From an optimization exercise on the open Yosys and OpenROAD flow, aimed at small area and a short achievable clock period; shortcuts taken in it are not production practice. Function was checked by simulation only, so behaviour that the tests miss may differ from the original. Power figures rest on the tool's default switching activity, not on a simulated workload.

## flow/design.v

```verilog
module main(
   input start,
   input clk,
   input rst,
   input [7:0] pixel_in1,
   input [7:0] pixel_in2,
   input [7:0] pixel_in3,
   input [7:0] pixel_in4,
   input [7:0] filter,
   input [7:0] size,
   output reg ValidResult,
   output reg [18:0] Pixel_address,
   output reg [7:0] pixel_out1,
   output reg [7:0] pixel_out2,
   output reg [7:0] pixel_out3,
   output reg [7:0] pixel_out4
);
  function [8:0] add8;
    input [7:0] a, b;
    integer i;
    reg c;
    begin
      c = 1'b0;
      for (i = 0; i < 8; i = i + 1) begin
        add8[i] = a[i] ^ b[i] ^ c;
        c = (a[i] & b[i]) | (a[i] & c) | (b[i] & c);
      end
      add8[8] = c;
    end
  endfunction
  function [9:0] add9;
    input [8:0] a, b;
    integer i;
    reg c;
    begin
      c = 1'b0;
      for (i = 0; i < 9; i = i + 1) begin
        add9[i] = a[i] ^ b[i] ^ c;
        c = (a[i] & b[i]) | (a[i] & c) | (b[i] & c);
      end
      add9[9] = c;
    end
  endfunction
  function [8:0] sub8;
    input [7:0] a, b;
    integer i;
    reg c;
    reg [8:0] x, y;
    begin
      x = {1'b0, a}; y = ~{1'b0, b}; c = 1'b1;
      for (i = 0; i < 9; i = i + 1) begin
        sub8[i] = x[i] ^ y[i] ^ c;
        c = (x[i] & y[i]) | (x[i] & c) | (y[i] & c);
      end
    end
  endfunction
  function [10:0] add11;
    input [10:0] a, b;
    input ci;
    integer i;
    reg c;
    begin
      c = ci;
      for (i = 0; i < 11; i = i + 1) begin
        add11[i] = a[i] ^ b[i] ^ c;
        c = (a[i] & b[i]) | (a[i] & c) | (b[i] & c);
      end
    end
  endfunction
  function gtc8;
    input [7:0] a, b;
    input ci;
    integer i;
    reg c;
    begin
      c = ci;
      for (i = 0; i < 8; i = i + 1)
        c = (a[i] & ~b[i]) | (a[i] & c) | (~b[i] & c);
      gtc8 = c;
    end
  endfunction
  function [7:0] med3;
    input [7:0] a, b, c;
    reg x, y, z;
    begin
      x = gtc8(a, b, 1'b0); y = gtc8(b, c, 1'b0); z = gtc8(a, c, 1'b0);
      med3 = (x == y) ? b : ((x == z) ? c : a);
    end
  endfunction
  reg [71:0] pr;           
  reg [7:0]  l4a1, l4a2;   
  reg [7:0]  a12_2, a23_2, a34_2, a12_3, a23_3, a34_3;  
  reg [1:0]  fc;
  wire v1 = fc != 2'd0, v2 = fc[1], v3 = fc == 2'd3;
  wire [7:0] B0 = pr[7:0] & {8{v1}},   B1 = pr[15:8] & {8{v1}},  B2 = pr[23:16] & {8{v1}};
  wire [7:0] B3 = pr[31:24] & {8{v2}}, B4 = pr[39:32] & {8{v2}}, B5 = pr[47:40] & {8{v2}};
  wire [7:0] B6 = pr[55:48] & {8{v3}}, B7 = pr[63:56] & {8{v3}}, B8 = pr[71:64] & {8{v3}};
  wire [7:0] L4a1 = l4a1 & {8{v1}}, L4a2 = l4a2 & {8{v2}};
  wire [7:0] A12_2 = a12_2 & {8{v1}}, A23_2 = a23_2 & {8{v1}}, A34_2 = a34_2 & {8{v1}};
  wire [7:0] A12_3 = a12_3 & {8{v2}}, A23_3 = a23_3 & {8{v2}}, A34_3 = a34_3 & {8{v2}};
  wire [8:0] s03 = add8(B0, B3), s36 = add8(B3, B6), s01 = add8(B0, B1);
  wire [8:0] s67 = add8(B6, B7), s12 = add8(B1, B2), s78 = add8(B7, B8);
  wire [8:0] s28 = add8(B2, B8), s34 = add8(B3, B4), s45 = add8(B4, B5);
  wire [8:0] s25 = add8(B2, B5), s4l = add8(L4a1, L4a2);
  wire [9:0] q0134 = add9(s01, s34), q1245 = add9(s12, s45), q25l = add9(s25, s4l);
  wire [7:0] a12_1 = q0134[9:2], a23_1 = q1245[9:2], a34_1 = q25l[9:2];
  always @(posedge clk) begin
    if (rst) fc <= 2'd0;
    else if (!v3) fc <= fc + 1'b1;
  end
  always @(posedge clk) begin
    pr <= {pr[47:0], pixel_in3, pixel_in2, pixel_in1};
    l4a1 <= pixel_in4; l4a2 <= l4a1;
    a12_2 <= a12_1; a23_2 <= a23_1; a34_2 <= a34_1;
    a12_3 <= A12_2; a23_3 <= A23_2; a34_3 <= A34_2;
  end
  reg [7:0] p1, p2, p3, p4, p5, p6, p7, p8, p9, p10, p11, p12, p13, p15, p16;
  wire [7:0] p14 = p13;    
  always @(posedge clk) begin
    if (rst) begin
      p1 <= 0; p2 <= 0; p3 <= 0; p4 <= 0; p5 <= 0; p6 <= 0; p7 <= 0; p8 <= 0;
      p9 <= 0; p10 <= 0; p11 <= 0; p12 <= 0; p13 <= 0; p15 <= 0; p16 <= 0;
    end else if (size[7:2] == 6'd0) begin
      case (size[1:0])
        2'd0: begin
          p1 <= B0;  p2 <= B3;  p3 <= B6;  p4 <= 0;
          p5 <= B1;  p6 <= B4;  p7 <= B7;  p8 <= 0;
          p9 <= B2;  p10 <= B2; p11 <= B8; p12 <= 0;
          p13 <= 0;  p15 <= 0;  p16 <= 0;
        end
        2'd2: begin
          p1 <= a12_1; p2 <= A12_2;  p3 <= A12_3;  p4 <= 0;
          p5 <= a23_1; p6 <= A23_2;  p7 <= A23_3;  p8 <= 0;
          p9 <= a34_1; p10 <= A34_2; p11 <= A34_3; p12 <= 0;
          p13 <= 0;    p15 <= 0;     p16 <= 0;
        end
        default: begin
          p1 <= B0;        p2 <= s03[8:1];  p3 <= s36[8:1];  p4 <= B6;
          p5 <= s01[8:1];  p6 <= a12_1;     p7 <= A12_2;     p8 <= s67[8:1];
          p9 <= s12[8:1];  p10 <= a23_1;    p11 <= A23_2;    p12 <= s78[8:1];
          p13 <= B2;       p15 <= s28[8:1]; p16 <= B8;
        end
      endcase
    end
  end
  function [21:0] rotab;    
    input [8:0] d, e, f, g;
    reg [10:0] de, dg;
    begin
      de = add11({{2{d[8]}}, d}, {{2{e[8]}}, e}, 1'b0);
      dg = add11({{2{d[8]}}, d}, {{2{g[8]}}, g}, 1'b0);
      rotab[10:0]  = add11(de, {{2{f[8]}}, f}, 1'b0);
      rotab[21:11] = add11(dg, ~{{2{e[8]}}, e}, 1'b1);
    end
  endfunction
  function ge64;
    input [11:0] v;
    reg [11:0] u;
    begin
      u = v ^ {12{v[11]}};     
      ge64 = (u[10:6] != 0) || (v[11] && u[5:0] == 6'h3f);
    end
  endfunction
  function ge128;
    input [11:0] v;
    reg [11:0] u;
    begin
      u = v ^ {12{v[11]}};
      ge128 = (u[10:7] != 0) || (v[11] && u[6:0] == 7'h7f);
    end
  endfunction
  function [11:0] add12;
    input [11:0] a, b;
    input ci;
    integer i;
    reg c;
    begin
      c = ci;
      for (i = 0; i < 12; i = i + 1) begin
        add12[i] = a[i] ^ b[i] ^ c;
        c = (a[i] & b[i]) | (a[i] & c) | (b[i] & c);
      end
    end
  endfunction
  wire [21:0] ab1 = rotab(sub8(p10, p2), sub8(p7, p5),   sub8(p11, p1), sub8(p9, p3));
  wire [21:0] ab2 = rotab(sub8(p11, p3), sub8(p8, p6),   sub8(p12, p2), sub8(p10, p4));
  wire [21:0] ab3 = rotab(sub8(p14, p6), sub8(p11, p9),  sub8(p15, p5), sub8(p13, p7));
  wire [21:0] ab4 = rotab(sub8(p15, p7), sub8(p12, p10), sub8(p16, p6), sub8(p14, p8));
  wire [11:0] A1 = {ab1[10], ab1[10:0]}, B1g = {ab1[21], ab1[21:11]};
  wire [11:0] A2 = {ab2[10], ab2[10:0]}, B2g = {ab2[21], ab2[21:11]};
  wire [11:0] A3 = {ab3[10], ab3[10:0]}, B3g = {ab3[21], ab3[21:11]};
  wire [11:0] A4 = {ab4[10], ab4[10:0]}, B4g = {ab4[21], ab4[21:11]};
  wire [8:0]  w3 = sub8(p13, p3), z4 = sub8(p10, p9);
  wire [11:0] w3e = {{3{w3[8]}}, w3}, z4e = {{3{z4[8]}}, z4};
  wire sobv1 = ge64(A1) || ge64(B1g);
  wire sobv2 = ge64(A2) || ge64(B2g);
  wire sobv3 = ge128(add12(w3e, ~{B3g[10:0], 1'b0}, 1'b1)) || ge128(add12(w3e, ~{A3[10:0], 1'b0}, 1'b1));
  wire sobv4 = ge64(add12(A4, z4e, 1'b0)) || ge64(add12(B4g, ~z4e, 1'b1));
  reg sob1, sob2, sob3, sob4;
  reg [1:0] cnt;   
  wire init = (cnt == 2'd3);
  always @(posedge clk) begin
    if (start) begin
      sob1 <= sobv1; sob2 <= sobv2; sob3 <= sobv3; sob4 <= sobv4;
    end
  end
  always @(posedge clk) begin
    if (rst) cnt <= 0;
    else if (start && !init) cnt <= cnt + 1'b1;
  end
  wire [7:0] cA = med3(p1, p5, p9),  cB = med3(p2, p6, p10);
  wire [7:0] cC = med3(p3, p7, p11), cD = med3(p4, p8, p12);
  wire [7:0] cE = med3(p5, p9, p13), cF = med3(p6, p10, p14);
  wire [7:0] cG = med3(p7, p11, p15), cH = med3(p8, p12, p16);
  wire [7:0] md1 = med3(cA, cB, cC), md2 = med3(cB, cC, cD);
  wire [7:0] md3 = med3(cE, cF, cG), md4 = med3(cF, cG, cH);
  reg [7:0] x1_1, x1_2, x1_3, x1_4, x2_1, x2_2, x2_3, x2_4, x3_1, x3_2, x3_3, x3_4;
  function [8:0] satab;
    input [11:0] v;
    satab = {ge128(v), v[7:0]};
  endfunction
  wire [17:0] r1 = {satab(B1g), satab(A1)}, r2 = {satab(B2g), satab(A2)};
  wire [17:0] r3 = {satab(B3g), satab(A3)}, r4 = {satab(B4g), satab(A4)};
  reg [8:0] y1_1, y1_2, y1_3, y1_4, y2_1, y2_2, y2_3, y2_4, y3_1, y3_2, y3_3, y3_4;
  reg [1:0] k1_1, k1_2, k1_3, k1_4, k2_1, k2_2, k2_3, k2_4, k3_1, k3_2, k3_3, k3_4, k4_1, k4_2, k4_3, k4_4;
  reg cn1, cn2, cn3, cn4;
  reg z0, z1, z2;
  function [8:0] halfmag;
    input [17:0] r;
    reg sa, sb;
    reg [6:0] a, b;
    reg gt, lt;
    begin
      sa = r[7]; sb = r[16];
      a = r[6:0] ^ {7{sa}};     
      b = r[15:9] ^ {7{sb}};
      gt = gtc8({1'b0, a}, {1'b0, b}, 1'b0);
      lt = gtc8({1'b0, b}, {1'b0, a}, 1'b0);
      if (r[8] || r[17])
        halfmag = {8'd128, 1'b0};
      else if (gt)
        halfmag = {1'b0, a, sa};
      else if (lt)
        halfmag = {1'b0, b, sb};
      else
        halfmag = {1'b0, a, sa | sb};
    end
  endfunction
  function [1:0] dirbin;
    input [17:0] r;
    begin
      dirbin = 2'd0;
      if (!r[8] && !r[17] && r[7:0] == r[16:9] && !r[7])
        case (r[6:0])
          1,2,3,4,5,6,8,9,10,11,12,13,14,15,16,17,18,20,22,23,24,26,27,29,32,33,36,40,41,46,48,54,60: dirbin = 2'd1;
          30,34: dirbin = 2'd2;
          default: dirbin = 2'd0;
        endcase
    end
  endfunction
  function edgebit;
    input [1:0] d;
    input [8:0] m;    
    input [7:0] c1, c3, c4, c6, c7, c9;
    reg [7:0] a, b;
    begin
      case (d)
        2'd1: begin a = c3; b = c7; end
        2'd2: begin a = c1; b = c9; end
        default: begin a = c4; b = c6; end
      endcase
      edgebit = gtc8(m[8:1], {1'b0, a[7:1]}, m[0]) && gtc8(m[8:1], {1'b0, b[7:1]}, m[0]);
    end
  endfunction
  always @(posedge clk) begin
    if (rst) z0 <= 1'b1;
    else z0 <= 1'b0;
  end
  always @(posedge clk) begin
    z1 <= z0; z2 <= z1;
    x1_1 <= md1; x1_2 <= md2; x1_3 <= md3; x1_4 <= md4;
    x2_1 <= x1_1; x2_2 <= x1_2; x2_3 <= x1_3; x2_4 <= x1_4;
    x3_1 <= x2_1; x3_2 <= x2_2; x3_3 <= x2_3; x3_4 <= x2_4;
    y1_1 <= halfmag(r1); y1_2 <= halfmag(r2); y1_3 <= halfmag(r3); y1_4 <= halfmag(r4);
    y2_1 <= y1_1; y2_2 <= y1_2; y2_3 <= y1_3; y2_4 <= y1_4;
    y3_1 <= y2_1; y3_2 <= y2_2; y3_3 <= y2_3; y3_4 <= y2_4;
    k1_1 <= dirbin(r1); k1_2 <= dirbin(r2); k1_3 <= dirbin(r3); k1_4 <= dirbin(r4);
    if (z0) begin
      k2_1 <= 0; k2_2 <= 0; k2_3 <= 0; k2_4 <= 0;
    end else begin
      k2_1 <= k1_1; k2_2 <= k1_2; k2_3 <= k1_3; k2_4 <= k1_4;
    end
    k3_1 <= k2_1; k3_2 <= k2_2; k3_3 <= k2_3; k3_4 <= k2_4;
    k4_1 <= k3_1; k4_2 <= k3_2; k4_3 <= k3_3; k4_4 <= k3_4;
    cn1 <= !z2 && edgebit(k4_1, y3_1, p1, p3, p5, p7, p9, p11);
    cn2 <= !z2 && edgebit(k4_2, y3_2, p2, p4, p6, p8, p10, p12);
    cn3 <= !z2 && edgebit(k4_3, y3_3, p5, p7, p9, p11, p13, p15);
    cn4 <= !z2 && edgebit(k4_4, y3_4, p6, p8, p10, p12, p14, p16);
  end
  wire run = init && filter[7:2] == 6'd0 && !(filter[1] && filter[0]);
  wire e1 = filter[1] ? cn1 : sob1, e2 = filter[1] ? cn2 : sob2;
  wire e3 = filter[1] ? cn3 : sob3, e4 = filter[1] ? cn4 : sob4;
  always @(posedge clk) begin
    if (rst) begin
      pixel_out1 <= 0; pixel_out2 <= 0; pixel_out3 <= 0; pixel_out4 <= 0;
      Pixel_address <= 0;
      ValidResult <= 1'b0;
    end else if (run) begin
      pixel_out1 <= filter[0] ? x3_1 : {8{e1}};
      pixel_out2 <= filter[0] ? x3_2 : {8{e2}};
      pixel_out3 <= filter[0] ? x3_3 : {8{e3}};
      pixel_out4 <= filter[0] ? x3_4 : {8{e4}};
      Pixel_address <= Pixel_address + 1'b1;
      ValidResult <= 1'b1;
    end
  end
endmodule
```

## flow/run.sh

```bash
#!/bin/bash
# synth_recipe.tcl (not shown) runs the flow's synth.tcl, then flattens the netlist and writes it again
# the make line also repeats each setting of config.mk as NAME=value (left out here)
make -C /OpenROAD-flow-scripts/flow DESIGN_CONFIG=/design/flow/config.mk WORK_HOME=/design/flow/orfs CLKGATE_MAP_FILE= SYNTH_SCRIPT=/design/flow/synth_recipe.tcl finish
```

## flow/config.mk

```make
export PLATFORM = sky130hd
export DESIGN_NAME = main
export DESIGN_NICKNAME = main
export VERILOG_FILES = /design/flow/design.v
export SDC_FILE = /design/flow/constraint.sdc
export NUM_CORES = 4
export LEC_CHECK = 0
export CAP_MARGIN = 20
export CORE_MARGIN = 2
export CORE_UTILIZATION = 40
export CTS_CLUSTER_DIAMETER = 60
export CTS_CLUSTER_SIZE = 24
export SLEW_MARGIN = 60
```

## flow/constraint.sdc

```tcl
create_clock -name core_clock -period 52.0 [get_ports {clk}]
set_input_delay 10.4000 -clock core_clock [delete_from_list [all_inputs] [get_ports {clk}]]
set_output_delay 10.4000 -clock core_clock [all_outputs]
set_load 0.01 [all_outputs]
```

==> out/summary.txt, run 1 <==
Synth Flop Type: dfxtp_1
Die footprint: 98200 µm²
Clk slew on worst S/H paths: 0.08 ns
Unique masters post-synth: 88
Yosys warning count: 1
RSZ-0062 raised after global routing: no
Core ar.: 95000 µm²
Hold EP: k3_1[0]
Post-synth ARST share: 0%
Setup TNS: 0 ns
CTS root buffer: clkbuf_16
Max-slew headroom: 57.4%
Length in cells of the worst reg-to-reg path: 24
Fin crit share: 23.5%
Mapped Avg Cell Area: 9.09 µm²
Worst vdd ir: 0.0000326 V
Critical path type: in -> reg
Achievable frequency: 81.8 MHz
Synth Instances: 4212
Fin. Hold Viols: 0
Max Slew Vio Count: 0
GRT Util Overall: 26.3%
Post-route ant nets: 0
Drt pass-1 iters: 8
DR WL/cell: 23.8 µm
CTS Buf Count: 44
Largest net degree at the start of global routing: 101
Via count: 31200
EDFF count, synth: 4
Seq/Total Area, Yosys: 29.3%
Placement Cell Area: 41100 µm²
Max clock buf depth: 3
Hold Path Class: reg -> reg
Mapped Nets: 4770
DR vias/cell: 5.66
Ant. Diodes: 0
1st-iter DRT viols: 3022
DRT Wirelength: 131000 µm
Share of cells above drive strength 1: 7.71%
IO Pins: 103
Reg-to-reg startpoint: p10[0]
Status: complete, no violations
Routability cong.: 1.06
Clk latency of the worst-skew pair: 0.65 ns
Postcts setup bufs: 0
Mapped cell area: 38300 µm²
Max-Cap Viols: 0
Placed cells: 5418
GRT overflow: 0
Layout Cells excl Fill: 5507
P per Cell Area: 36.6 nW/µm²
Clock H-tree levels: 2
Sink Count: 559
Count leader, synth: dfxtp_1
DRC viols: 0
Initial antenna violation count: 1
Top-area cell type share of the netlist area: 29.0%
Final worst path period need: 12.22 ns
CTS resizes: 0
Flops & latches, synth: 559
Final setup viols: 0
Synth area leader: dfxtp_1
First-pass GRT wire length: 194000 µm
Port Buffer Count: 102
Skew final: 0.0527 ns
Effective utilization at floorplan: 40.3%
Area grow syn2layout: 12.4%
R2r setup slk: 42.94 ns
Die width: 313 µm
Worst-path fanout max: 42
Startpoint Class: primary input
Slew @ Worst Pin: 0.637 ns
Die Y-Extent: 313 µm
Detailed placement HPWL: 100000 µm
Nets@finish: 4764
HP Start: k2_1[0]
Data arrival time of the critical path: 12.75 ns
Number of global-route vias before repair: 30100
Critical path capture point type: register
Hold Buf Count CTS: 0
FF-to-FF End: k1_1[1]
Worst hold path depth: 0
CTS tree: done
Core Rows: 113
Design Area, Final: 43000 µm²
Synth top cells by count: 555 x dfxtp_1, 478 x inv_1, 415 x fa_1, 381 x nand2_1, 320 x nor2_1
Ranking of synthesized cells by area: dfxtp_1 29%, fa_1 22%, inv_1 4.7%, a21oi_1 3.9%, nand2_1 3.7%
LEAKAGE: 15.7 nW
CP required: 52.52 ns
[routing by layer]
| metal | global-route usage, % | wire, µm | up-vias |
|---|---|---|---|
| met3 | 5.85 | 12300 | 369 |
| met5 | 0 | 0 | - |
| li1 | - | - | 14200 |
| met1 | 35.6 | 54900 | 15200 |
| met2 | 40.1 | 56700 | 1452 |
| met4 | 12.4 | 7150 | 0 |
[how the worst max path moves through the flow]
stage,start,endpoint,cells after the start
3_5_place_dp,filter[0],Pixel_address[18],11
3_3_place_gp,size[1],p7[6],6
4_1_cts,filter[0],Pixel_address[18],11
6_report,filter[0],Pixel_address[18],11
2_1_floorplan,filter[4],Pixel_address[18],9
5_1_grt,filter[0],Pixel_address[18],11
[worst max-delay path, stage by stage]
cell             delay [ns]
clkdlybuf4s50_1        0.40
buf_4                  0.24
nand2_1                0.11
nand2_1                0.07
nor4_2                 0.15
buf_4                  0.45
and3_1                 0.41
and2_1                 0.21
nand3_1                0.10
xor2_1                 0.14
nor2_1                 0.06
[sequential cells by signal, summed over array words and instances (netlist names), 9 cells and up]
register / flops
Pixel_address: 19
pr: 72
y1_1: 9
y1_2: 9
y1_3: 9
y1_4: 9
y2_1: 9
y2_2: 9
y2_3: 9
y2_4: 9
y3_1: 9
y3_2: 9
y3_3: 9
y3_4: 9
[cell families after synthesis]
family,count (synthesis),share of synthesized area [%]
AO/OA/AOI/OAI,927,15.9
multiplexers,117,3.09
flip-flops,559,29.3
XOR/XNOR,150,3.49
AND/OR/NAND/NOR,1126,13.7
adder cells (fa/ha/maj),608,27.4
buffers and inverters,725,7.13
[cell usage in the layout (no fill, tap or decap), drive strengths merged, types with 37 or more instances in the layout]
cell type,Yosys,routed
nand3,63,63
xor2,76,76
nor2b,89,89
clkbuf,220,52
fa,415,415
o21ai,152,152
nor3,45,45
nor2,320,320
maj3,101,101
nand2b,63,63
inv,479,496
a22oi,69,69
a211oi,93,93
mux2i,107,107
and2,37,37
xnor2,74,74
dfxtp,555,555
buf,21,86
a21oi,297,297
nand2,381,381
ha,92,92
clkdlybuf4s50,0,99
[final cells by class]
class | instances | area, µm²
inverters | 484 | 1820
well taps | 1265 | 1580
repair buffers | 189 | 1770
multi-input cells | 2928 | 24900
flip-flops and latches | 559 | 11300
clock buffers | 48 | 1150
fillers | 9193 | 52000
clock inverters | 34 | 583
[power by group]
part	internal, mW	total [mW]	switching [mW]
registers	0.499	0.524	0.0250
clock network	0.196	0.391	0.195
logic	0.265	0.659	0.394
[through the flow]
step	power [mW]	utilization, %	setup slack [ns]	hold slack [ns]
6_report	1.57	45.3	39.78	0.298
5_1_grt	1.68	45.3	39.55	0.308
4_1_cts	1.57	45.0	39.80	0.300
3_5_place_dp	1.18	43.2	39.13	0.312
3_3_place_gp	1.16	42.7	38.86	0.310
2_1_floorplan	1.00	-	39.87	0.310
==> run 2, diff against run 1 <==
==> flow/config.mk (replaced) <==
export PLATFORM = sky130hd
export DESIGN_NAME = main
export DESIGN_NICKNAME = main
export VERILOG_FILES = /design/flow/design.v
export SDC_FILE = /design/flow/constraint.sdc
export NUM_CORES = 4
export LEC_CHECK = 0
export CAP_MARGIN = 50
export CORE_MARGIN = 2
export CORE_UTILIZATION = 40
export SLEW_MARGIN = 80
==> out/summary.txt, run 2 <==
GRT Util Overall: 27.0% (was 26.3%)
Drt pass-1 iters: 6 (was 8)
1st-iter DRT viols: 3056 (was 3022)
DR WL/cell: 23.6 µm (was 23.8 µm)
Mapped Nets: 4770 (unchanged)
First-pass GRT wire length: 200000 µm (was 194000 µm)
Max-Cap Viols: 0 (unchanged)
Final setup viols: 0 (unchanged)
CTS root buffer: clkbuf_16 (unchanged)
Achievable frequency: 83.0 MHz (was 81.8 MHz)
DRC viols: 0 (unchanged)
Top Registers: pr x72, Pixel_address x19 (unchanged)
Clk latency of the worst-skew pair: 0.68 ns (was 0.65 ns)
Seq/Total Area, Yosys: 29.3% (unchanged)
LEAKAGE: 17.2 nW (was 15.7 nW)
Synth Flop Type: dfxtp_1 (unchanged)
GRT overflow: 0 (unchanged)
Switching Power: 649 µW (was 614 µW)
Nets@finish: 4941 (was 4764)
Max Slew Vio Count: 0 (unchanged)
GRT Max-Usage Layer: met2 (unchanged)
Post-route ant nets: 0 (unchanged)
Post-Synth XOR/XNOR Area: 3.49% (unchanged)
Die Y-Extent: 313 µm (unchanged)
Synth area leader: dfxtp_1 (unchanged)
Post-synthesis mux area share: 3.09% (unchanged)
Synth Instances: 4212 (unchanged)
Hold Buf Count CTS: 0 (unchanged)
Fin crit share: 23.2% (was 23.5%)
Ranking of synthesized cells by area: dfxtp_1 29%, fa_1 22%, inv_1 4.7%, a21oi_1 3.9%, nand2_1 3.7% (unchanged)
Logic gate share of total power: 44.8% (was 41.9%)
P_int: 1.08 mW (was 960 µW)
Flop pwr share: 30.3% (was 33.3%)
Simple-gate share of the synthesized area: 13.7% (unchanged)
Setup TNS: 0 ns (unchanged)
Worst vdd ir: 0.0000315 V (was 0.0000326 V)
Mapped Avg Cell Area: 9.09 µm² (unchanged)
FF+latch area: 11400 µm² (was 11300 µm²)
Crit-path slowest cell: clkdlybuf4s50_1 (was buf_4)
GR Layer Usage met3: 6.47% (was 5.85%)
Layout Cells excl Fill: 5698 (was 5507)
Via count: 32100 (was 31200)
CTS Buf Count: 58 (was 44)
Synth top cells by count: 555 x dfxtp_1, 478 x inv_1, 415 x fa_1, 381 x nand2_1, 320 x nor2_1 (unchanged)
DRT Wirelength: 134000 µm (was 131000 µm)
Post-synth ARST share: 0% (unchanged)
Mapped cell area: 38300 µm² (unchanged)
Die footprint: 98200 µm² (unchanged)
Detailed placement HPWL: 104000 µm (was 100000 µm)
Layout fillers: 8717 (was 9193)
Unique masters post-synth: 88 (unchanged)
Postcts setup bufs: 0 (unchanged)
Footprint of the multi-input gates: 27300 µm² (was 24900 µm²)
Share of cells above drive strength 1: 19.3% (was 7.71%)
P per Cell Area: 36.4 nW/µm² (was 36.6 nW/µm²)
Crit path max-delay family: buffers and inverters (was simple AND/OR/NAND/NOR gates)
EDFF count, synth: 4 (unchanged)
Number of global-route vias before repair: 31400 (was 30100)
Yosys warning count: 1 (unchanged)
Clock H-tree levels: 2 (unchanged)
Most flops, register: pr (unchanged)
RSZ-0062 raised after global routing: no (unchanged)
Largest net degree at the start of global routing: 45 (was 101)
Clock power share: 24.9% (was 24.8%)
CTS tree: done (unchanged)
Core ar.: 95000 µm² (unchanged)
IO Pins: 103 (unchanged)
Global Route met1 Usage: 35.6% (about the same)
Largest family of logic cells by synthesized area: adder cells (unchanged)
Count leader, synth: dfxtp_1 (unchanged)
Critical path type: reg -> out (was in -> reg)
Critical-path cell list: clkdlybuf4s50_1 (was clkdlybuf4s50_1 -> buf_4 -> nand2_1 -> nand2_1 -> nor4_2 -> buf_4 -> and3_1 -> and2_1 -> nand3_1 -> xor2_1 -> nor2_1)
Most frequent cells in the layout: 471 x dfxtp_1, 423 x inv_1, 378 x nand2_1, 360 x fa_1, 312 x nor2_1 (was 535 x dfxtp_1, 470 x inv_1, 400 x fa_1, 381 x nand2_1, 319 x nor2_1)
Post-Synth Adder-Cell Area: 27.4% (unchanged)
Die width: 313 µm (unchanged)
Max-slew headroom: 77.4% (was 57.4%)
Flops & latches, synth: 559 (unchanged)
Skew final: 0.0671 ns (was 0.0527 ns)
CTS resizes: 0 (unchanged)
Startpoint Class: register (was primary input)
Slowest cell delay on critical path: 0.58 ns (was 0.45 ns)
Initial antenna violation count: 0 (was 1)
Status: complete, no violations (unchanged)
Ant. Diodes: 0 (unchanged)
CP required: 41.60 ns (was 52.52 ns)
CP Buf/Inv Count: 1 (was 3)
Hold Path Class: reg -> reg (unchanged)
Data arrival time of the critical path: 1.65 ns (was 12.75 ns)
Top-area cell type share of the netlist area: 29.0% (unchanged)
Fin. Hold Viols: 0 (unchanged)
Commonest non-fill, non-tap cell in the layout: dfxtp_1 (unchanged)
Sw Share: 37.6% (was 39.0%)
Final worst path period need: 12.05 ns (was 12.22 ns)
Met2 Track Usage GR: 41.4% (was 40.1%)
Max reg flops: 72 (unchanged)
Routability cong.: 1.06 (unchanged)
Max clock buf depth: 3 (unchanged)
Worst-path fanout max: 4 (was 42)
R2r setup slk: 42.86 ns (was 42.94 ns)
Core Rows: 113 (unchanged)
Sink Count: 559 (unchanged)
Placed cells: 5563 (was 5418)
Area grow syn2layout: 23.9% (was 12.4%)
Slew @ Worst Pin: 0.340 ns (was 0.637 ns)
Critical path capture point type: output port (was register)
Compound-Gate Fraction of Synth Area: 15.9% (unchanged)
Port Buffer Count: 102 (unchanged)
DR vias/cell: 5.63 (was 5.66)
Clk slew on worst S/H paths: 0.06 ns (was 0.08 ns)
Effective utilization at floorplan: 40.3% (unchanged)
-- run 2: cell counts after synthesis --
Identical to the previous run, type by type.
-- run 2: power groups by stage --
stage / Combinational (mW) / Clock (mW) / Sequential (mW)
finish: 0.774 / 0.429 / 0.523
global route: 0.852 / 0.455 / 0.529
CTS: 0.739 / 0.437 / 0.524
detailed placement: 0.736 / 0 / 0.533
global placement: 0.625 / 0 / 0.533
floorplan: 0.479 / 0 / 0.522
-- run 2: final timing paths --
check / start / endpoint / depth (start not counted)
hold / removal: x1_1[1] / x2_1[1] / 0
setup reg to reg: p8[3] / x1_2[0] / 29
setup / recovery: Pixel_address[0] / Pixel_address[0] / 1
hold reg to reg: x1_1[1] / x2_1[1] / 0
-- run 2: cell families after synthesis --
logic type,count (synthesis)
xor+xnor,150
simple gates,1126
buf+inv,725
flops,559
compound gates,927
mux,117
fa+ha+maj,608
-- run 2: final cells by class --
| class | instances | share of cell area (%) |
|---|---|---|
| Clock buffer | 72 | 3.39 |
| Sequential cell | 559 | 24.1 |
| Tap cell | 1265 | 3.34 |
| Clock inverter | 38 | 0.860 |
| Inverter | 484 | 3.91 |
| Timing Repair Buffer | 352 | 6.95 |
| Multi-Input combinational cell | 2928 | 57.5 |
-- run 2: per-layer routing --
| metal | up-vias | part of all wire (%) |
|---|---|---|
| li1 | 14600 | - |
| met4 | 0 | 5.9 |
| met5 | - | 0 |
| met3 | 417 | 9.4 |
| met2 | 1523 | 44 |
| met1 | 15600 | 41 |
-- run 2: metrics by stage --
| step | setup slack (ns) | instance area (µm²) | utilization, % | hold WS [ns] | total power, mW |
|---|---|---|---|---|---|
| final | 39.95 | 47400 | 49.9 | 0.284 | 1.73 |
| after CTS | 39.90 | 46400 | 48.9 | 0.292 | 1.70 |
| after global placement | 38.86 | 40600 | 42.7 | 0.310 | 1.16 |
| after global routing | 39.87 | 47400 | 49.9 | 0.295 | 1.84 |
| after floorplan | 39.87 | 38300 | - | 0.310 | 1.00 |
| after detailed placement | 39.24 | 44400 | 46.8 | 0.312 | 1.27 |
==> run 3, diff against run 2 <==
--- a/flow/config.mk
+++ b/flow/config.mk
@@ -5,7 +5,9 @@
 export SDC_FILE = /design/flow/constraint.sdc
 export NUM_CORES = 4
 export LEC_CHECK = 0
-export CAP_MARGIN = 50
+export CAP_MARGIN = 20
 export CORE_MARGIN = 2
 export CORE_UTILIZATION = 40
-export SLEW_MARGIN = 80
+export CTS_CLUSTER_DIAMETER = 70
+export CTS_CLUSTER_SIZE = 30
+export SLEW_MARGIN = 50
==> out/summary.txt, run 3 <==
RSZ-0062 raised after global routing: no (unchanged)
FF-to-FF End: k1_1[1] (was x1_2[0])
Die Y-Extent: 313 µm (unchanged)
Nets@finish: 4748 (was 4941)
Drt pass-1 iters: 7 (was 6)
Startpoint Class: primary input (was register)
R2r setup slk: 42.94 ns (was 42.86 ns)
Flops & latches, synth: 559 (unchanged)
Synth area leader: dfxtp_1 (unchanged)
Critical path type: in -> reg (was reg -> out)
Hold Buf Count CTS: 0 (unchanged)
Layout fillers: 9306 (was 8717)
Core Rows: 113 (unchanged)
Synth Instances: 4212 (unchanged)
Max Slew Vio Count: 0 (unchanged)
Post-route ant nets: 0 (unchanged)
Max-Cap Viols: 0 (unchanged)
Area grow syn2layout: 10.4% (was 23.9%)
DR vias/cell: 5.64 (was 5.63)
GRT overflow: 0 (unchanged)
Number of global-route vias before repair: 29700 (was 31400)
Ant. Diodes: 0 (unchanged)
Seq/Total Area, Yosys: 29.3% (unchanged)
Worst-path fanout max: 42 (was 4)
Setup WS post-layout: 39.77 ns (was 39.95 ns)
Clock H-tree levels: 2 (unchanged)
Initial antenna violation count: 1 (was 0)
Hold Path Class: reg -> reg (unchanged)
Postcts setup bufs: 0 (unchanged)
Core ar.: 95000 µm² (unchanged)
Post-synth ARST share: 0% (unchanged)
Routability cong.: 1.06 (unchanged)
Largest net degree at the start of global routing: 101 (was 45)
Status: complete, no violations (unchanged)
Mapped Nets: 4770 (unchanged)
Synth Flop Type: dfxtp_1 (unchanged)
Clk slew on worst S/H paths: 0.10 ns (was 0.06 ns)
Skew final: 0.0586 ns (was 0.0671 ns)
CTS root buffer: clkbuf_16 (unchanged)
Hold EP: x2_4[1] (was x2_1[1])
P per Cell Area: 35.7 nW/µm² (was 36.4 nW/µm²)
Ranking of synthesized cells by area: dfxtp_1 29%, fa_1 22%, inv_1 4.7%, a21oi_1 3.9%, nand2_1 3.7% (unchanged)
Fin crit share: 23.5% (was 23.2%)
Layout Cells excl Fill: 5483 (was 5698)
Crit-path slowest cell: buf_4 (was clkdlybuf4s50_1)
Data arrival time of the critical path: 12.72 ns (was 1.65 ns)
CTS tree: done (unchanged)
Yosys warning count: 1 (unchanged)
Footprint of the multi-input gates: 24600 µm² (was 27300 µm²)
Setup TNS: 0 ns (unchanged)
Placed cells: 5415 (was 5563)
DRT Wirelength: 129000 µm (was 134000 µm)
LEAKAGE: 15.4 nW (was 17.2 nW)
Synth top cells by count: 555 x dfxtp_1, 478 x inv_1, 415 x fa_1, 381 x nand2_1, 320 x nor2_1 (unchanged)
Die footprint: 98200 µm² (unchanged)
DR WL/cell: 23.6 µm (about the same)
Critical-path cell list: clkdlybuf4s50_1 -> buf_4 -> nand2_1 -> nand2_1 -> nor4_2 -> buf_4 -> and3_1 -> and2_1 -> nand3_1 -> xor2_1 -> nor2_1 (was clkdlybuf4s50_1)
Mapped Avg Cell Area: 9.09 µm² (unchanged)
Final worst path period need: 12.23 ns (was 12.05 ns)
Most flops, register: pr (unchanged)
Clk latency of the worst-skew pair: 0.63 ns (was 0.68 ns)
Top Registers: pr x72, Pixel_address x19 (unchanged)
Port Buffer Count: 102 (unchanged)
Most frequent cells in the layout: 547 x dfxtp_1, 477 x inv_1, 410 x fa_1, 381 x nand2_1, 320 x nor2_1 (was 471 x dfxtp_1, 423 x inv_1, 378 x nand2_1, 360 x fa_1, 312 x nor2_1)
DRC viols: 0 (unchanged)
Max clock buf depth: 3 (unchanged)
Achievable frequency: 81.7 MHz (was 83.0 MHz)
FF+latch area: 11200 µm² (was 11400 µm²)
CTS Buf Count: 37 (was 58)
Commonest non-fill, non-tap cell in the layout: dfxtp_1 (unchanged)
First-pass GRT wire length: 192000 µm (was 200000 µm)
Mapped cell area: 38300 µm² (unchanged)
Final setup viols: 0 (unchanged)
Unique masters post-synth: 88 (unchanged)
Via count: 30900 (was 32100)
Die width: 313 µm (unchanged)
CTS resizes: 0 (unchanged)
Slowest cell delay on critical path: 0.44 ns (was 0.58 ns)
Share of cells above drive strength 1: 5.76% (was 19.3%)
EDFF count, synth: 4 (unchanged)
Count leader, synth: dfxtp_1 (unchanged)
Worst vdd ir: 0.0000280 V (was 0.0000315 V)
Max-slew headroom: 46.5% (was 77.4%)
Critical path capture point type: register (was output port)
HP Start: x1_4[1] (was x1_1[1])
Top-area cell type share of the netlist area: 29.0% (unchanged)
Length in cells of the worst reg-to-reg path: 24 (was 29)
Max reg flops: 72 (unchanged)
1st-iter DRT viols: 3264 (was 3056)
Effective utilization at floorplan: 40.3% (unchanged)
CP required: 52.49 ns (was 41.60 ns)
Detailed placement HPWL: 100000 µm (was 104000 µm)
Pre-CTS WS: 39.11 ns (was 39.24 ns)
GRT Util Overall: 26.1% (was 27.0%)
Reg-to-reg startpoint: p10[0] (was p8[3])
IO Pins: 103 (unchanged)
Fin. Hold Viols: 0 (unchanged)
Worst hold path depth: 0 (unchanged)
Sink Count: 559 (unchanged)
Slew @ Worst Pin: 0.802 ns (was 0.340 ns)
## run 3: cell count changes in the layout (fill, tap and decap cells not counted), moves of 29 or more
cell	previous run	this run
fa_2	34	5
inv_1	423	477
dfxtp_4	38	0
fa_1	360	410
buf_2	45	2
dfxtp_2	46	8
dfxtp_1	471	547
nor2b_1	54	87
inv_2	45	2
o21ai_0	92	139
buf_1	31	0
clkdlybuf4s50_1	134	99
## run 3: worst max path at each step
stage / startpoint / end / slack, ns / cells after the start
after floorplan: filter[4] / Pixel_address[18] / 39.87 / 9
after global placement: size[1] / p7[6] / 38.86 / 6
after detailed placement: filter[4] / Pixel_address[18] / 39.11 / 10
after CTS: filter[0] / Pixel_address[18] / 39.77 / 11
after global routing: filter[0] / Pixel_address[18] / 39.50 / 11
final: filter[0] / Pixel_address[18] / 39.77 / 11
## run 3: cell type report
cell class | count | share of cell area [%]
Multi-Input combinational cell | 2928 | 58.2
Clock inverter | 29 | 1.14
Tap cell | 1265 | 3.74
Inverter | 484 | 4.30
Timing Repair Buffer | 180 | 3.84
Clock buffer | 38 | 2.22
Sequential cell | 559 | 26.6
## run 3: kinds of logic (layout without fill, tap and decap cells)
| logic type | Yosys count | in the layout | share of synthesized area, % |
|---|---|---|---|
| compound gates | 927 | 927 | 15.9 |
| xor+xnor | 150 | 150 | 3.49 |
| fa+ha+maj | 608 | 608 | 27.4 |
| buf+inv | 725 | 731 | 7.13 |
| flops | 559 | 559 | 29.3 |
| mux | 117 | 117 | 3.09 |
| simple gates | 1126 | 1126 | 13.7 |
## run 3: layer usage
metal  part of all wire, %  up-vias  global-route usage, %
li1                      -    14100                      -
met1                    41    15000                   34.6
met2                    43     1449                   39.8
met3                   9.9      360                   6.15
met4                   5.8        0                   13.0
met5                     0        -                      0
## run 3: worst max-delay path: cells and delay by family
| family | cells | cell delay (ns) |
|---|---|---|
| simple gates | 7 | 1.08 |
| buf+inv | 3 | 1.09 |
| xor+xnor | 1 | 0.14 |
## run 3: per-stage QoR
step / area [µm²] / hold WS [ns] / util, % / power, mW
2_1_floorplan: 38300 / 0.310 / - / 1.00
3_3_place_gp: 40600 / 0.310 / 42.7 / 1.16
3_5_place_dp: 40700 / 0.312 / 42.9 / 1.17
4_1_cts: 42200 / 0.302 / 44.4 / 1.51
5_1_grt: 42300 / 0.306 / 44.5 / 1.61
6_report: 42300 / 0.302 / 44.5 / 1.51
## run 3: power by group
group | internal, mW | switching, mW | total, mW
sequential | 0.499 | 0.0246 | 0.523
clock | 0.155 | 0.184 | 0.339
combinational | 0.260 | 0.389 | 0.648
total | 0.913 | 0.598 | 1.51
==> run 4, diff against run 3 <==
--- a/flow/config.mk
+++ b/flow/config.mk
@@ -7,7 +7,7 @@
 export LEC_CHECK = 0
 export CAP_MARGIN = 20
 export CORE_MARGIN = 2
-export CORE_UTILIZATION = 40
+export CORE_UTILIZATION = 55
 export CTS_CLUSTER_DIAMETER = 70
 export CTS_CLUSTER_SIZE = 30
 export SLEW_MARGIN = 50
==> out/summary.txt, run 4 <==
Status: complete, no violations (unchanged)
Detailed placement HPWL: 98700 µm (was 100000 µm)
CTS resizes: 0 (unchanged)
R2r setup slk: 42.95 ns (was 42.94 ns)
Post-Synth XOR/XNOR Area: 3.49% (unchanged)
Placement Cell Area: 40400 µm² (was 40700 µm²)
Yosys warning count: 1 (unchanged)
LEAKAGE: 15.5 nW (was 15.4 nW)
Max Slew Vio Count: 0 (unchanged)
DRT Wirelength: 129000 µm (about the same)
Critical path type: in -> reg (unchanged)
Max-slew headroom: 43.5% (was 46.5%)
Seq/Total Area, Yosys: 29.3% (unchanged)
Drt pass-1 iters: 7 (unchanged)
Flops & latches, synth: 559 (unchanged)
Nets@finish: 4757 (was 4748)
Setup TNS: 0 ns (unchanged)
Top Registers: pr x72, Pixel_address x19 (unchanged)
RSZ-0062 raised after global routing: no (unchanged)
Skew final: 0.0409 ns (was 0.0586 ns)
Core ar.: 68700 µm² (was 95000 µm²)
EDFF count, synth: 4 (unchanged)
HP Start: x1_2[0] (was x1_4[1])
P per Cell Area: 36.1 nW/µm² (was 35.7 nW/µm²)
Slew @ Worst Pin: 0.847 ns (was 0.802 ns)
Via count: 31600 (was 30900)
CTS tree: done (unchanged)
Port Buffer Count: 102 (unchanged)
Commonest non-fill, non-tap cell in the layout: dfxtp_1 (unchanged)
CP Buf/Inv Count: 3 (unchanged)
Post-Synth Adder-Cell Area: 27.4% (unchanged)
DR WL/cell: 25.0 µm (was 23.6 µm)
CTS Buf Count: 38 (was 37)
Startpoint Class: primary input (unchanged)
CP required: 52.48 ns (was 52.49 ns)
Mapped Avg Cell Area: 9.09 µm² (unchanged)
Worst hold path depth: 0 (unchanged)
Post-synth ARST share: 0% (unchanged)
1st-iter DRT viols: 3305 (was 3264)
GRT Util Overall: 36.4% (was 26.1%)
First-pass GRT wire length: 193000 µm (was 192000 µm)
Number of global-route vias before repair: 30300 (was 29700)
Worst-path fanout max: 42 (unchanged)
Synth Flop Type: dfxtp_1 (unchanged)
Compound-Gate Fraction of Synth Area: 15.9% (unchanged)
Unique masters post-synth: 88 (unchanged)
Hold Path Class: reg -> reg (unchanged)
Reg-to-reg startpoint: p10[0] (unchanged)
Mapped cell area: 38300 µm² (unchanged)
DRC viols: 0 (unchanged)
Most frequent cells in the layout: 547 x dfxtp_1, 478 x inv_1, 409 x fa_1, 381 x nand2_1, 319 x nor2_1 (was 547 x dfxtp_1, 477 x inv_1, 410 x fa_1, 381 x nand2_1, 320 x nor2_1)
CTS root buffer: clkbuf_16 (unchanged)
Top-area cell type share of the netlist area: 29.0% (unchanged)
Die width: 268 µm (was 313 µm)
Post-route ant nets: 0 (unchanged)
Die footprint: 71800 µm² (was 98200 µm²)
Die Y-Extent: 268 µm (was 313 µm)
Placed cells: 5089 (was 5415)
GRT overflow: 0 (unchanged)
Share of cells above drive strength 1: 6.03% (was 5.76%)
Critical Path Stages: 11 (unchanged)
IO Pins: 103 (unchanged)
Max-Cap Viols: 0 (unchanged)
Fin. Hold Viols: 0 (unchanged)
Max clock buf depth: 3 (unchanged)
Slowest cell delay on critical path: 0.44 ns (about the same)
CP startpoint: filter[0] (unchanged)
Simple-gate share of the synthesized area: 13.7% (unchanged)
Mapped Nets: 4770 (unchanged)
Critical-path cell list: clkdlybuf4s50_1 -> buf_4 -> nand2_1 -> nand2_1 -> nor4_2 -> buf_4 -> and3_1 -> and2_1 -> nand3_1 -> xor2_1 -> nor2_1 (unchanged)
Final setup viols: 0 (unchanged)
Initial antenna violation count: 2 (was 1)
Tot Pwr: 1.52 mW (was 1.51 mW)
Synth top cells by count: 555 x dfxtp_1, 478 x inv_1, 415 x fa_1, 381 x nand2_1, 320 x nor2_1 (unchanged)
Length in cells of the worst reg-to-reg path: 24 (unchanged)
Postcts setup bufs: 0 (unchanged)
Hold Buf Count CTS: 0 (unchanged)
Critical path capture point type: register (unchanged)
Design Area, Final: 42000 µm² (was 42300 µm²)
Crit-path slowest cell: buf_4 (unchanged)
Clock H-tree levels: 2 (unchanged)
Sink Count: 559 (unchanged)
Achievable frequency: 81.9 MHz (was 81.7 MHz)
Most flops, register: pr (unchanged)
Area grow syn2layout: 9.71% (was 10.4%)
Routability cong.: 1.06 (about the same)
Largest family of logic cells by synthesized area: adder cells (unchanged)
Ranking of synthesized cells by area: dfxtp_1 29%, fa_1 22%, inv_1 4.7%, a21oi_1 3.9%, nand2_1 3.7% (unchanged)
Effective utilization at floorplan: 55.7% (was 40.3%)
Max reg flops: 72 (unchanged)
Core Rows: 96 (was 113)
DR vias/cell: 6.12 (was 5.64)
Synth Instances: 4212 (unchanged)
Worst vdd ir: 0.0000404 V (was 0.0000280 V)
Data arrival time of the critical path: 12.69 ns (was 12.72 ns)
Final worst path period need: 12.21 ns (was 12.23 ns)
Synth area leader: dfxtp_1 (unchanged)
Count leader, synth: dfxtp_1 (unchanged)
Clk slew on worst S/H paths: 0.10 ns (about the same)
Post-synthesis mux area share: 3.09% (unchanged)
Fin crit share: 23.5% (about the same)
Clk latency of the worst-skew pair: 0.63 ns (about the same)
Largest net degree at the start of global routing: 98 (was 101)
Crit path max-delay family: buffers and inverters (unchanged)
Layout Cells excl Fill: 5161 (was 5483)
[run 4: cells by family (layout without fill, tap and decap cells)]
kind of cell / count (synthesis) / in the layout
AOI/OAI and AO/OA: 927 / 927
and+or+nand+nor: 1126 / 1126
other: 0 / 3
DFF: 559 / 559
buffers and inverters: 725 / 740
xor gates and xnor gates: 150 / 150
adders and majority gates: 608 / 608
muxes: 117 / 117
[run 4: where the power goes]
group | switching [mW] | internal [mW] | leakage, nW
Combinational | 0.384 | 0.260 | 10.2
Sequential | 0.0242 | 0.499 | 4.58
Clock | 0.195 | 0.156 | 0.701
Total | 0.603 | 0.915 | 15.5
[run 4: stage by stage]
step	hold slack [ns]	worst slack [ns]	util [%]
finish	0.319	39.79	61.2
global route	0.311	39.55	61.1
CTS	0.320	39.77	61.0
detailed placement	0.312	39.14	58.9
global placement	0.310	39.04	58.5
floorplan	0.310	39.87	-
[run 4: routing by layer]
layer	GRT usage [%]	vias to the layer above	wire, µm
met4	19.0	0	8000
met5	0	-	0
li1	-	14200	-
met3	7.43	387	12700
met2	56.0	1664	57100
met1	48.5	15400	50900
[run 4: path summary, 6_finish.rpt]
| kind | endpoint |
|---|---|
| max | Pixel_address[18] |
| min | x2_2[0] |
| max reg2reg | k1_1[1] |
| min reg2reg | x2_2[0] |
[run 4: worst register-to-register path, cell delays in order, from the launching register on]
cell     delay (ns)
dfxtp_1        0.49
inv_1          0.31
ha_1           0.21
inv_1          0.06
fa_1           0.37
fa_1           0.54
inv_1          0.09
fa_1           0.40
fa_1           0.47
fa_1           0.48
fa_1           0.46
fa_1           0.46
fa_1           0.48
inv_1          0.09
fa_1           0.43
fa_1           0.42
fa_1           0.38
xor2_1         0.16
xnor2_1        0.30
or4b_2         0.61
o21ai_0        0.10
o21ai_0        0.14
or3_1          0.57
or4_1          0.66
nor4b_1        0.29
[run 4: cell type report]
| type | instances | area, µm² |
|---|---|---|
| diodes | 3 | 7.51 |
| clock buffers | 41 | 962 |
| clock inverters | 27 | 524 |
| fillers | 6066 | 26700 |
| inverters | 484 | 1820 |
| multi-input cells | 2928 | 24600 |
| flip-flops and latches | 559 | 11200 |
| well taps | 931 | 1160 |
| repair buffers | 188 | 1690 |
==> run 5, diff against run 4 <==
--- a/flow/config.mk
+++ b/flow/config.mk
@@ -7,7 +7,8 @@
 export LEC_CHECK = 0
 export CAP_MARGIN = 20
 export CORE_MARGIN = 2
-export CORE_UTILIZATION = 55
+export CORE_UTILIZATION = 40
 export CTS_CLUSTER_DIAMETER = 70
 export CTS_CLUSTER_SIZE = 30
+export PLACE_DENSITY = 0.75
 export SLEW_MARGIN = 50
==> out/summary.txt, run 5 <==
Max-Cap Viols: 0 (unchanged)
Data arrival time of the critical path: 12.71 ns (was 12.69 ns)
CP startpoint: size[1] (was filter[0])
Port Buffer Count: 102 (unchanged)
Ranking of synthesized cells by area: dfxtp_1 29%, fa_1 22%, inv_1 4.7%, a21oi_1 3.9%, nand2_1 3.7% (unchanged)
GRT overflow: 0 (unchanged)
Max clock buf depth: 3 (unchanged)
Top-area cell type share of the netlist area: 29.0% (unchanged)
Layout Cells excl Fill: 5471 (was 5161)
LEAKAGE: 15.3 nW (was 15.5 nW)
Die footprint: 98200 µm² (was 71800 µm²)
Clk slew on worst S/H paths: 0.10 ns (about the same)
Routability cong.: 1.05 (was 1.06)
Startpoint Class: primary input (unchanged)
Achievable frequency: 82.5 MHz (was 81.9 MHz)
First-pass GRT wire length: 190000 µm (was 193000 µm)
Mapped Avg Cell Area: 9.09 µm² (unchanged)
Mapped Nets: 4770 (unchanged)
Detailed placement HPWL: 96900 µm (was 98700 µm)
Nets@finish: 4740 (was 4757)
DR vias/cell: 5.75 (was 6.12)
Commonest non-fill, non-tap cell in the layout: dfxtp_1 (unchanged)
Via count: 31400 (was 31600)
Most flops, register: pr (unchanged)
Post-route ant nets: 0 (unchanged)
Postcts setup bufs: 0 (unchanged)
Number of global-route vias before repair: 30500 (was 30300)
Core ar.: 95000 µm² (was 68700 µm²)
Flops & latches, synth: 559 (unchanged)
Seq/Total Area, Yosys: 29.3% (unchanged)
IO Pins: 103 (unchanged)
Placed cells: 5412 (was 5089)
R2r setup slk: 42.90 ns (was 42.95 ns)
Fin. Hold Viols: 0 (unchanged)
Area grow syn2layout: 9.65% (was 9.71%)
Status: complete, no violations (unchanged)
1st-iter DRT viols: 3914 (was 3305)
Unique masters post-synth: 88 (unchanged)
CTS tree: done (unchanged)
Critical path type: in -> reg (unchanged)
Final setup viols: 0 (unchanged)
Yosys warning count: 1 (unchanged)
CTS root buffer: clkbuf_16 (unchanged)
Most frequent cells in the layout: 545 x dfxtp_1, 477 x inv_1, 409 x fa_1, 381 x nand2_1, 319 x nor2_1 (was 547 x dfxtp_1, 478 x inv_1, 409 x fa_1, 381 x nand2_1, 319 x nor2_1)
EDFF count, synth: 4 (unchanged)
DRC viols: 0 (unchanged)
Synth Instances: 4212 (unchanged)
FF-to-FF End: k1_1[1] (unchanged)
Mapped cell area: 38300 µm² (unchanged)
DR WL/cell: 23.1 µm (was 25.0 µm)
Count leader, synth: dfxtp_1 (unchanged)
Clock H-tree levels: 1 (was 2)
Share of cells above drive strength 1: 5.47% (was 6.03%)
Synth area leader: dfxtp_1 (unchanged)
RSZ-0062 raised after global routing: no (unchanged)
Synth top cells by count: 555 x dfxtp_1, 478 x inv_1, 415 x fa_1, 381 x nand2_1, 320 x nor2_1 (unchanged)
Hold EP: y2_4[3] (was x2_2[0])
Post-synth ARST share: 0% (unchanged)
Core Rows: 113 (was 96)
Worst hold path depth: 0 (unchanged)
Die width: 313 µm (was 268 µm)
Initial antenna violation count: 1 (was 2)
Max-slew headroom: 46.5% (was 43.5%)
Setup TNS: 0 ns (unchanged)
Worst-path fanout max: 71 (was 42)
Length in cells of the worst reg-to-reg path: 24 (unchanged)
Synth Flop Type: dfxtp_1 (unchanged)
Die Y-Extent: 313 µm (was 268 µm)
CTS Buf Count: 31 (was 38)
P per Cell Area: 34.9 nW/µm² (was 36.1 nW/µm²)
CP required: 52.58 ns (was 52.48 ns)
Sink Count: 559 (unchanged)
Clk latency of the worst-skew pair: 0.70 ns (was 0.63 ns)
Fin crit share: 23.3% (was 23.5%)
Final worst path period need: 12.12 ns (was 12.21 ns)
Slew @ Worst Pin: 0.797 ns (was 0.847 ns)
HP Start: y1_4[3] (was x1_2[0])
Max reg flops: 72 (unchanged)
Skew final: 0.0893 ns (was 0.0409 ns)
Largest net degree at the start of global routing: 108 (was 98)
Hold Buf Count CTS: 0 (unchanged)
CTS resizes: 0 (unchanged)
Critical path capture point type: register (unchanged)
Worst vdd ir: 0.0000329 V (was 0.0000404 V)
Reg-to-reg startpoint: p10[0] (unchanged)
Top Registers: pr x72, Pixel_address x19 (unchanged)
Drt pass-1 iters: 6 (was 7)
DRT Wirelength: 126000 µm (was 129000 µm)
Hold Path Class: reg -> reg (unchanged)
GRT Util Overall: 25.4% (was 36.4%)
Max Slew Vio Count: 0 (unchanged)
Effective utilization at floorplan: 40.3% (was 55.7%)
run 5: power breakdown:
part	switching [mW]	total [mW]	internal [mW]
sequential	0.0245	0.523	0.499
combinational	0.388	0.648	0.260
clock	0.170	0.292	0.123
total	0.582	1.46	0.882
run 5: worst max-delay path, stage by stage:
cell and delay [ns]:
buf_2 0.09, buf_6 0.50, nor2b_2 0.61, and2_1 0.64, nand2_1 0.12, a311oi_1 0.32
run 5: per-stage QoR:
stage | power, mW | worst slack, ns | area [µm²] | hold slack (ns) | util, %
final | 1.46 | 39.88 | 42000 | 0.306 | 44.2
after global routing | 1.56 | 39.66 | 42000 | 0.300 | 44.2
after CTS | 1.46 | 39.66 | 41900 | 0.305 | 44.1
after detailed placement | 1.17 | 38.93 | 40700 | 0.312 | 42.9
after global placement | 1.15 | 38.62 | 40500 | 0.310 | 42.7
after floorplan | 1.00 | 39.87 | 38300 | 0.310 | -
run 5: logic make-up (layout without fill, tap and decap cells):
group | Yosys count | in the layout | share of synthesized area [%]
and+or+nand+nor | 1126 | 1126 | 13.7
AOI/OAI and AO/OA | 927 | 927 | 15.9
buffers and inverters | 725 | 718 | 7.13
adders and majority gates | 608 | 608 | 27.4
DFF | 559 | 559 | 29.3
xor gates and xnor gates | 150 | 150 | 3.49
muxes | 117 | 117 | 3.09
other | 0 | 1 | 0
run 5: layer usage:
metal | wire, µm | vias up | global-route usage (%)
met2 | 54700 | 1768 | 38.5
met4 | 7200 | 2 | 12.0
met5 | 10 | - | 0
met3 | 15000 | 394 | 7.03
met1 | 49600 | 15200 | 33.6
li1 | - | 14100 | -
run 5: area by class of cell:
type	instances	area [µm²]
antenna	1	2.50
clock buffer	33	783
clock inverter	23	360
fill	9181	53000
inverter	484	1820
multi-input combinational	2928	24600
sequential	559	11200
tap	1265	1580
timing repair buffer	178	1610
run 5: how the worst max path moves through the flow:
stage          cells past startpoint  slack, ns                 to
6_report                           6      39.88              p7[5]
5_1_grt                           10      39.66  Pixel_address[18]
4_1_cts                            6      39.66             p11[1]
3_5_place_dp                       6      38.93             p11[1]
3_3_place_gp                      10      38.62  Pixel_address[18]
2_1_floorplan                      9      39.87  Pixel_address[18]
==> run 6, diff against run 5 <==
--- a/flow/config.mk
+++ b/flow/config.mk
@@ -10,5 +10,5 @@
 export CORE_UTILIZATION = 40
 export CTS_CLUSTER_DIAMETER = 70
 export CTS_CLUSTER_SIZE = 30
-export PLACE_DENSITY = 0.75
+export PLACE_DENSITY = 0.85
 export SLEW_MARGIN = 50
==> out/summary.txt, run 6 <==
GRT overflow: 0 (unchanged)
Flops & latches, synth: 559 (unchanged)
Design Area, Final: 41900 µm² (was 42000 µm²)
Compound-Gate Fraction of Synth Area: 15.9% (unchanged)
Fin crit share: 23.5% (was 23.3%)
R2r setup slk: 42.84 ns (was 42.90 ns)
DR WL/cell: 23.0 µm (was 23.1 µm)
Top-area cell type share of the netlist area: 29.0% (unchanged)
Die width: 313 µm (unchanged)
Layout fillers: 8947 (was 9181)
Hold EP: l4a2[3] (was y2_4[3])
Simple-gate share of the synthesized area: 13.7% (unchanged)
Critical path type: in -> reg (unchanged)
CTS root buffer: clkbuf_16 (unchanged)
Status: complete, no violations (unchanged)
Final worst path period need: 12.20 ns (was 12.12 ns)
Largest net degree at the start of global routing: 101 (was 108)
Mapped Nets: 4770 (unchanged)
IO Pins: 103 (unchanged)
Clock H-tree levels: 1 (unchanged)
Critical path capture point type: register (unchanged)
Via count: 31900 (was 31400)
Core ar.: 95000 µm² (unchanged)
Post-synthesis mux area share: 3.09% (unchanged)
Placement Cell Area: 40700 µm² (about the same)
Count leader, synth: dfxtp_1 (unchanged)
Layout Cells excl Fill: 5457 (was 5471)
Max clock buf depth: 3 (unchanged)
CTS tree: done (unchanged)
Die footprint: 98200 µm² (unchanged)
FF+latch area: 11200 µm² (about the same)
Mapped Avg Cell Area: 9.09 µm² (unchanged)
Yosys warning count: 1 (unchanged)
Initial antenna violation count: 3 (was 1)
Nets@finish: 4731 (was 4740)
Post-Synth XOR/XNOR Area: 3.49% (unchanged)
Seq/Total Area, Yosys: 29.3% (unchanged)
Share of cells above drive strength 1: 5.13% (was 5.47%)
Worst-path fanout max: 42 (was 71)
Most flops, register: pr (unchanged)
Synth Instances: 4212 (unchanged)
Fin. Hold Viols: 0 (unchanged)
Routability cong.: 1.05 (about the same)
Startpoint Class: primary input (unchanged)
Post-route ant nets: 0 (unchanged)
EDFF count, synth: 4 (unchanged)
Hold Buf Count CTS: 0 (unchanged)
LEAKAGE: 15.3 nW (about the same)
Pre-CTS WS: 38.99 ns (was 38.93 ns)
Data arrival time of the critical path: 12.71 ns (about the same)
Core Rows: 113 (unchanged)
Post-layout util: 44.1% (was 44.2%)
Postcts setup bufs: 0 (unchanged)
Mapped cell area: 38300 µm² (unchanged)
Synth top cells by count: 555 x dfxtp_1, 478 x inv_1, 415 x fa_1, 381 x nand2_1, 320 x nor2_1 (unchanged)
Clk slew on worst S/H paths: 0.11 ns (was 0.10 ns)
Largest family of logic cells by synthesized area: adder cells (unchanged)
Length in cells of the worst reg-to-reg path: 24 (unchanged)
Reg-to-reg startpoint: p10[0] (unchanged)
Worst vdd ir: 0.0000413 V (was 0.0000329 V)
Synth area leader: dfxtp_1 (unchanged)
Die Y-Extent: 313 µm (unchanged)
HP Start: l4a1[3] (was y1_4[3])
Port Buffer Count: 102 (unchanged)
Area grow syn2layout: 9.41% (was 9.65%)
Final setup viols: 0 (unchanged)
DR vias/cell: 5.84 (was 5.75)
Achievable frequency: 82.0 MHz (was 82.5 MHz)
Top Registers: pr x72, Pixel_address x19 (unchanged)
1st-iter DRT viols: 4526 (was 3914)
Max reg flops: 72 (unchanged)
Footprint of the multi-input gates: 24600 µm² (about the same)
Drt pass-1 iters: 10 (was 6)
Placed cells: 5405 (was 5412)
Max-slew headroom: 43.1% (was 46.5%)
Clk latency of the worst-skew pair: 0.68 ns (was 0.70 ns)
Most frequent cells in the layout: 549 x dfxtp_1, 476 x inv_1, 410 x fa_1, 381 x nand2_1, 319 x nor2_1 (was 545 x dfxtp_1, 477 x inv_1, 409 x fa_1, 381 x nand2_1, 319 x nor2_1)
Setup TNS: 0 ns (unchanged)
Slew @ Worst Pin: 0.851 ns (was 0.797 ns)
Max-Cap Viols: 0 (unchanged)
Number of global-route vias before repair: 31100 (was 30500)
Hold Path Class: reg -> reg (unchanged)
Effective utilization at floorplan: 40.3% (unchanged)
DRT Wirelength: 125000 µm (was 126000 µm)
Detailed placement HPWL: 95300 µm (was 96900 µm)
Unique masters post-synth: 88 (unchanged)
First-pass GRT wire length: 189000 µm (was 190000 µm)
FF-to-FF End: k1_1[1] (unchanged)
Post-Synth Adder-Cell Area: 27.4% (unchanged)
Worst hold path depth: 0 (unchanged)
CP required: 52.51 ns (was 52.58 ns)
CTS resizes: 0 (unchanged)
Post-synth ARST share: 0% (unchanged)
P per Cell Area: 35.0 nW/µm² (was 34.9 nW/µm²)
RSZ-0062 raised after global routing: no (unchanged)
CTS Buf Count: 30 (was 31)
DRC viols: 0 (unchanged)
Max Slew Vio Count: 0 (unchanged)
Ranking of synthesized cells by area: dfxtp_1 29%, fa_1 22%, inv_1 4.7%, a21oi_1 3.9%, nand2_1 3.7% (unchanged)
Setup WS post-layout: 39.80 ns (was 39.88 ns)
Sink Count: 559 (unchanged)
Commonest non-fill, non-tap cell in the layout: dfxtp_1 (unchanged)
Synth Flop Type: dfxtp_1 (unchanged)
Skew final: 0.0608 ns (was 0.0893 ns)
GRT Util Overall: 25.1% (was 25.4%)
-- run 6: power breakdown --
part           total [mW]  switching [mW]  internal [mW]
combinational       0.656           0.395          0.261
sequential          0.524          0.0249          0.499
clock               0.287           0.164          0.123
-- run 6: critical path: stages --
cell	delay (ns)
clkdlybuf4s50_1	0.40
buf_4	0.25
nand2_1	0.10
nand2_1	0.07
nor4_2	0.15
buf_4	0.42
and3_1	0.38
and2_1	0.21
nand3_1	0.10
xor2_1	0.15
nor2_1	0.05
-- run 6: cell families (layout without fill, tap and decap cells) --
family          Yosys count  after routing
other cells               0              1
flops                   559            559
buf+inv                 725            704
fa+ha+maj               608            608
xor+xnor                150            150
mux                     117            117
compound gates          927            927
simple gates           1126           1126
-- run 6: through the flow --
stage	hold WS (ns)	total power [mW]
floorplan	0.310	1.00
global placement	0.310	1.14
detailed placement	0.312	1.17
CTS	0.322	1.45
global route	0.315	1.56
finish	0.314	1.47
-- run 6: how the worst max path moves through the flow --
stage / startpoint / to / slack (ns) / depth (start not counted)
3_3_place_gp: size[0] / p7[1] / 38.90 / 6
6_report: filter[0] / Pixel_address[18] / 39.80 / 11
3_5_place_dp: size[0] / p11[6] / 38.99 / 6
2_1_floorplan: filter[4] / Pixel_address[18] / 39.87 / 9
4_1_cts: size[0] / p11[6] / 39.71 / 6
5_1_grt: filter[4] / Pixel_address[18] / 39.60 / 10
-- run 6: area by class of cell --
cell class / count / area share, %
diodes: 1 / 0.00597
well taps: 1265 / 3.78
inverters: 484 / 4.34
multi-input cells: 2928 / 58.7
repair buffers: 170 / 3.71
flip-flops and latches: 559 / 26.8
clock buffers: 31 / 1.80
clock inverters: 19 / 0.845
-- run 6: routing by layer --
layer  GRT usage, %  vias up  share of wire [%]
met3           7.63      494                 13
met4           13.2        4                6.4
met5              0        -              0.022
met1           32.1    15300                 37
met2           38.3     2028                 43
li1               -    14100                  -

## afterwards: timing with drivers on the ports
No port has a modelled driver above. Below, the same layouts with a new extraction and two added sets of constraints. Step 1, drivers: a clkbuf_16 drives clk and a buf_2 each remaining input, both assumed. Step 2 also shifts input and output timing later by t, the mid clock arrival at the registers, as if the neighbouring blocks saw the same clock. a / b / c = no drivers / after step 1 / after step 2; a / b = the first two.
run	t, ns	setup WS [ns]	hold slack, ns
run 1	0.699	39.778 / 39.826 / 39.128	0.298 / 0.298 / 0.298
run 2	0.720	39.949 / 39.874 / 39.360	0.284 / 0.284 / 0.284
run 3	0.667	39.766 / 39.811 / 39.144	0.302 / 0.302 / 0.302
run 4	0.679	39.789 / 39.836 / 39.157	0.319 / 0.319 / 0.319
run 5	0.730	39.877 / 39.872 / 39.199	0.306 / 0.306 / 0.306
run 6	0.722	39.801 / 39.835 / 39.119	0.314 / 0.314 / 0.314
After both steps every run listed still meets setup and hold. For run 6, which loses most, drivers alone change the setup slack by +0.034 ns; drivers and shift together by -0.682 ns.
